Context: an optimization exercise on an open-source flow, tuned for small area. The choices shown serve that exercise and are no tape-out recipe.
Function was checked by simulation only, so behaviour that the tests miss may differ from the original.
The flow treats the clock pin as an ideal source. Dropping or thinning the clock tree relies on that and would not hold on a real chip.
Power and IR drop assume default switching activity.

==> flow/design.v (excerpt) <==
module switch(rst,clk,write_data_0, write_data_1,dest_0,dest_1,write_req_0, write_req_1,
data_ack_0, data_ack_1, read_data_0, read_data_1,read_data_valid_0, read_data_valid_1,source_add_0, source_add_1,
 configuration_address,configuration_data,configuration_data_valid);
For scale: ~460 flip-flops, about 18000 um2 of cells after synthesis.
==> flow/config.mk <==
export PLATFORM = sky130hd
export DESIGN_NAME = switch
export DESIGN_NICKNAME = switch
export VERILOG_FILES = /design/flow/design.v
export SDC_FILE = /design/flow/constraint.sdc
export NUM_CORES = 4
export LEC_CHECK = 0
export CAP_MARGIN = 20
export CORE_MARGIN = 2
export CORE_UTILIZATION = 40
export SLEW_MARGIN = 20
==> flow/constraint.sdc <==
create_clock -name core_clock -period 5.0 [get_ports {clk}]
set_input_delay 1.0000 -clock core_clock [delete_from_list [all_inputs] [get_ports {clk}]]
set_output_delay 1.0000 -clock core_clock [all_outputs]
set_load 0.01 [all_outputs]
standard.sh (not shown) runs the stock make flow with config.mk's settings and CLKGATE_MAP_FILE= SYNTH_SCRIPT=/design/flow/synth_recipe.tcl, a recipe that flattens the netlist after the stock synthesis.
==> flow/flow/run.sh <==
#!/bin/bash
# ORFS layout as the standard.sh does it, with these changes:
#  - synthesis maps the logic with an area-oriented ABC script
#  - clock tree without dummy loads, from larger sink clusters
#  - port buffers of the smallest buffer cell
# Each tool's output is in standard.log and in the ORFS logs under orfs/logs.
set -e
export AREA_ABC_SCRIPT=$PWD/flow/area.abc
export FLOW_SYNTH_TCL=$PWD/synth_recipe.tcl
export CTS_ARGS="-sink_clustering_enable -repair_clock_nets -dont_use_dummy_load -buf_list sky130_fd_sc_hd__clkbuf_8 -sink_clustering_size 16 -sink_clustering_max_diameter 50"
export BUFFER_PORTS_ARGS="-buffer_cell sky130_fd_sc_hd__buf_1"
sed "s#SYNTH_SCRIPT=[^ ]*#SYNTH_SCRIPT=$PWD/flow/synth_abc.tcl#" standard.sh > standard_area.sh
bash standard_area.sh > standard.log 2>&1
==> flow/flow/area.abc <==
&get -n
&st
&dch
&nf -R 1000 -p
&put
topo
==> flow/flow/synth_abc.tcl <==
# The standard synthesis script, with Yosys's abc pass given an
# area-oriented ABC script (flow/area.abc) in place of ORFS's speed script.
# Only the combinational mapping changes; the registers are the same.
proc abc {args} {
  set i [lsearch $args -script]
  if {$i >= 0} { lset args [expr {$i+1}] $::env(AREA_ABC_SCRIPT) }
  puts "abc: $args"
  yosys abc {*}$args
}
source $::env(FLOW_SYNTH_TCL)
The starting point completed with no timing, DRC or antenna violations.
Rerun with:
--- a/flow/design.v
+++ b/flow/design.v
@@ -12,28 +12,25 @@
 output        ovf_read;     
 output        ovf_alloc;    
 reg [79:0]  mem;
 reg [3:0]   cnt;
 assign fifo_empty = (cnt == 4'd0);
 assign fifo_full  = (cnt == 4'd15);
 wire write_to_fifo = write_req & !fifo_full;
 wire eq10 = (cnt == 4'd10);
 assign more10 = (cnt > 4'd10);
-wire [3:0] tg;
-assign tg[0] = write_to_fifo ^ read_req;
-assign tg[1] = tg[0] & (cnt[0] ~^ write_to_fifo);
-assign tg[2] = tg[1] & (cnt[1] ~^ write_to_fifo);
-assign tg[3] = tg[2] & (cnt[2] ~^ write_to_fifo);
 always @(posedge clk or negedge rst)
 	if (!rst)
 		cnt <= 4'd0;
-	else
-		cnt <= cnt ^ tg;
+	else if (write_to_fifo & !read_req)
+		cnt <= cnt + 4'd1;
+	else if (read_req & !write_to_fifo)
+		cnt <= cnt - 4'd1;
 assign ovf_write = write_to_fifo & (more10 | (eq10 & !read_req));
 assign ovf_read  = read_req & more10;
 assign ovf_alloc = write_to_fifo & eq10 & !read_req;
 always @(posedge clk)
 	if (write_to_fifo)
 		mem <= {mem[71:0], write_data};
 assign top = mem[72 +: 8];
 reg [7:0] rd;
 integer k;
@@ -136,32 +133,27 @@
 		default: wd_a = top3;
 	endcase
 	case (busy_b ? own_b : {grant_b[3] | grant_b[2], grant_b[3] | grant_b[1]})
 		2'd0: wd_b = top0;
 		2'd1: wd_b = top1;
 		2'd2: wd_b = top2;
 		default: wd_b = top3;
 	endcase
 end
-wire [2:0] tg_a, tg_b;
-assign tg_a[0] = wr_a ^ rd_a;
-assign tg_a[1] = tg_a[0] & (cnt_a[0] ~^ wr_a);
-assign tg_a[2] = tg_a[1] & (cnt_a[1] ~^ wr_a);
-assign tg_b[0] = wr_b ^ rd_b;
-assign tg_b[1] = tg_b[0] & (cnt_b[0] ~^ wr_b);
-assign tg_b[2] = tg_b[1] & (cnt_b[1] ~^ wr_b);
 always @(posedge clk or negedge rst)
 	if (!rst) begin
 		cnt_a <= 3'd0;
 		cnt_b <= 3'd0;
 	end else begin
-		cnt_a <= cnt_a ^ tg_a;
-		cnt_b <= cnt_b ^ tg_b;
+		if (wr_a & !rd_a) cnt_a <= cnt_a + 3'd1;
+		else if (rd_a & !wr_a) cnt_a <= cnt_a - 3'd1;
+		if (wr_b & !rd_b) cnt_b <= cnt_b + 3'd1;
+		else if (rd_b & !wr_b) cnt_b <= cnt_b - 3'd1;
 	end
 always @(posedge clk) begin
 	if (|grant_a) own_a <= {grant_a[3] | grant_a[2], grant_a[3] | grant_a[1]};
 	if (|grant_b) own_b <= {grant_b[3] | grant_b[2], grant_b[3] | grant_b[1]};
 	if (wr_a) mem_a <= {mem_a[31:0], wd_a};
 	if (wr_b) mem_b <= {mem_b[31:0], wd_b};
 end
 reg [7:0] head_a, head_b;
 integer k;
Result: The new run finished with timing, DRC and antenna clean. Total power came out higher by 1.4%. Area after synthesis came out higher by 2.6%. Setup slack is worse by 0.087 ns. Clock-buffer cell count is higher by 3. Wire length goes down by 4.5%. Worst hold slack barely changes. Fmax goes down by 2.1%. Synthesized cell count rises by 2.4%. Clock power went up by about 3%.

========
Another version of the RTL of switch (not shown whole).
For scale: about 1100 cells after synthesis, ~17000 um2 of cells after synthesis.
Settings: LEC_CHECK=0, CAP_MARGIN=0, CORE_MARGIN=2, CORE_UTILIZATION=70, PLACE_DENSITY=0.8, SLEW_MARGIN=0; clock period 5.0 ns.
==> flow/flow/run.sh <==
#!/bin/bash
# ORFS layout as the standard.sh does it, with these changes:
#  - synthesis maps the logic with an area-oriented ABC script
#  - a plain two-level clock tree (flow/clock_tree.tcl) in place of TritonCTS
#  - no timing repair at floorplan (REMOVE_ABC_BUFFERS): later stages repair
#    timing with placement in hand
#  - port buffers of the smallest buffer cell
# Each tool's output is in standard.log and in the ORFS logs under orfs/logs.
set -e
export AREA_ABC_SCRIPT=$PWD/flow/area.abc
export FLOW_SYNTH_TCL=$PWD/synth_recipe.tcl
export PRE_CTS_TCL=$PWD/flow/clock_tree.tcl
export CLK_GROUP=16
export CLK_LEAF=sky130_fd_sc_hd__clkbuf_8
export CLK_ROOT=sky130_fd_sc_hd__clkbuf_16
export REMOVE_ABC_BUFFERS=1
export BUFFER_PORTS_ARGS="-buffer_cell sky130_fd_sc_hd__buf_1"
sed "s#SYNTH_SCRIPT=[^ ]*#SYNTH_SCRIPT=$PWD/flow/synth_abc.tcl#" standard.sh > standard_area.sh
bash standard_area.sh > standard.log 2>&1
Scripts as last shown in full above: flow/flow/synth_abc.tcl
Other scripts of this flow, unchanged in this note and not shown: flow/flow/area.abc, flow/flow/clock_tree.tcl
==> next run, changes <==
--- a/flow/design.v
+++ b/flow/design.v
@@ -31,26 +31,37 @@
 	else
 		cnt <= cnt ^ tg;
 assign ovf_write = write_to_fifo & (more10 | (eq10 & !read_req));
 assign ovf_read  = read_req & more10;
 assign ovf_take  = write_to_fifo & eq10;
 assign ovf_ghost = write_to_fifo & eq10 & read_req;
 always @(posedge clk)
 	if (write_to_fifo)
 		mem <= {mem[71:0], write_data};
 assign top = mem[72 +: 8];
+wire [9:0] at;
+assign at[0] = (cnt == 4'd0);
+assign at[1] = (cnt == 4'd1);
+assign at[2] = (cnt[2:0] == 3'd2);
+assign at[3] = (cnt[2:0] == 3'd3);
+assign at[4] = (cnt[2:0] == 3'd4);
+assign at[5] = (cnt[2:0] == 3'd5);
+assign at[6] = (cnt[2:0] == 3'd6);
+assign at[7] = (cnt[2:0] == 3'd7);
+assign at[8] = cnt[3] & !cnt[0];
+assign at[9] = cnt[3] &  cnt[0];
 reg [7:0] rd;
 integer k;
 always @(*) begin
 	rd = 8'd0;
 	for (k = 0; k < 10; k = k + 1)
-		rd = rd | (mem[k*8 +: 8] & {8{cnt == k}});
+		rd = rd | (mem[k*8 +: 8] & {8{at[k]}});
 end
 assign last = rd;
 endmodule
 module switch(rst,clk,write_data_0, write_data_1,dest_0,dest_1,write_req_0, write_req_1,
 data_ack_0, data_ack_1, read_data_0, read_data_1,read_data_valid_0, read_data_valid_1,source_add_0, source_add_1,
  configuration_address,configuration_data,configuration_data_valid);
 input               rst,clk;
 input       [7:0]   write_data_0, write_data_1;
 input       [2:0]   dest_0, dest_1;
 input               write_req_0, write_req_1;
@@ -159,28 +170,30 @@
 	end else begin
 		cnt_a <= cnt_a ^ tg_a;
 		cnt_b <= cnt_b ^ tg_b;
 	end
 always @(posedge clk) begin
 	if (|grant_a) own_a <= {grant_a[3] | grant_a[2], grant_a[3] | grant_a[1]};
 	if (|grant_b) own_b <= {grant_b[3] | grant_b[2], grant_b[3] | grant_b[1]};
 	if (sh_a) mem_a <= {mem_a[31:0], wd_a};
 	if (sh_b) mem_b <= {mem_b[31:0], wd_b};
 end
+wire [4:0] at_a = {cnt_a[2], cnt_a[1:0] == 2'd3, cnt_a[1:0] == 2'd2, cnt_a[1:0] == 2'd1, cnt_a == 3'd0};
+wire [4:0] at_b = {cnt_b[2], cnt_b[1:0] == 2'd3, cnt_b[1:0] == 2'd2, cnt_b[1:0] == 2'd1, cnt_b == 3'd0};
 reg [7:0] last_a, last_b;
 integer k;
 always @(*) begin
 	last_a = 8'd0;
 	last_b = 8'd0;
 	for (k = 0; k < 5; k = k + 1) begin
-		last_a = last_a | (mem_a[k*8 +: 8] & {8{cnt_a == k}});
-		last_b = last_b | (mem_b[k*8 +: 8] & {8{cnt_b == k}});
+		last_a = last_a | (mem_a[k*8 +: 8] & {8{at_a[k]}});
+		last_b = last_b | (mem_b[k*8 +: 8] & {8{at_b[k]}});
 	end
 end
 wire gh_a0 = |(ovf_ghost & grant_a & 4'b0101);
 wire gh_a1 = |(ovf_ghost & grant_a & 4'b1010);
 wire gh_b0 = |(ovf_ghost & grant_b & 4'b0101);
 wire gh_b1 = |(ovf_ghost & grant_b & 4'b1010);
 wire rd_a0 = rd_a & !own_a[0];
 wire rd_a1 = rd_a &  own_a[0];
 wire rd_b0 = rd_b & !own_b[0];
 wire rd_b1 = rd_b &  own_b[0];
What happened: The new run finished clean. Die area barely changes. Wire length fell by 6.7%. Via count fell by about 3.7%. Area after synthesis stays flat. Synthesized cell count fell by about 3%.
No run of this note takes its clock network from TritonCTS; it comes from the design's own scripts or RTL.

re-timing with driven ports:
In the flow no input, the clock included, has a driving cell. The finished layouts below were timed again as built, in two steps. Step 1, drivers: a clkbuf_16 drives clk and a buf_2 each remaining input, both assumed. Step 2, shift: input delay + t, output delay - t, t = (earliest + latest rising clock arrival at the registers) / 2. This alone moves slack from input paths to output paths. Slacks: ideal ports / drivers / drivers and shift; pairs: ideal ports / drivers.
| run | t, ns | setup WS [ns] | worst setup path at the end | cell pins on the clock port's net |
|---|---|---|---|---|
| the first run of note 1 | 0.651 | 0.984 / 1.007 / 0.356 | input to register | 1 |
| the second run of note 1 | 0.665 | 0.897 / 0.921 / 0.256 | input to register | 1 |
| the first run of note 2 | 0.591 | 0.474 / 0.427 / 0.087 | input to register | 1 |
| the second run of note 2 | 0.577 | 0.729 / 0.679 / 0.450 | input to register | 1 |
After both steps setup and hold are still met in every run listed. The setup slack of the second run of note 1, which loses most, moves by +0.024 ns with the drivers and by -0.641 ns with both steps.
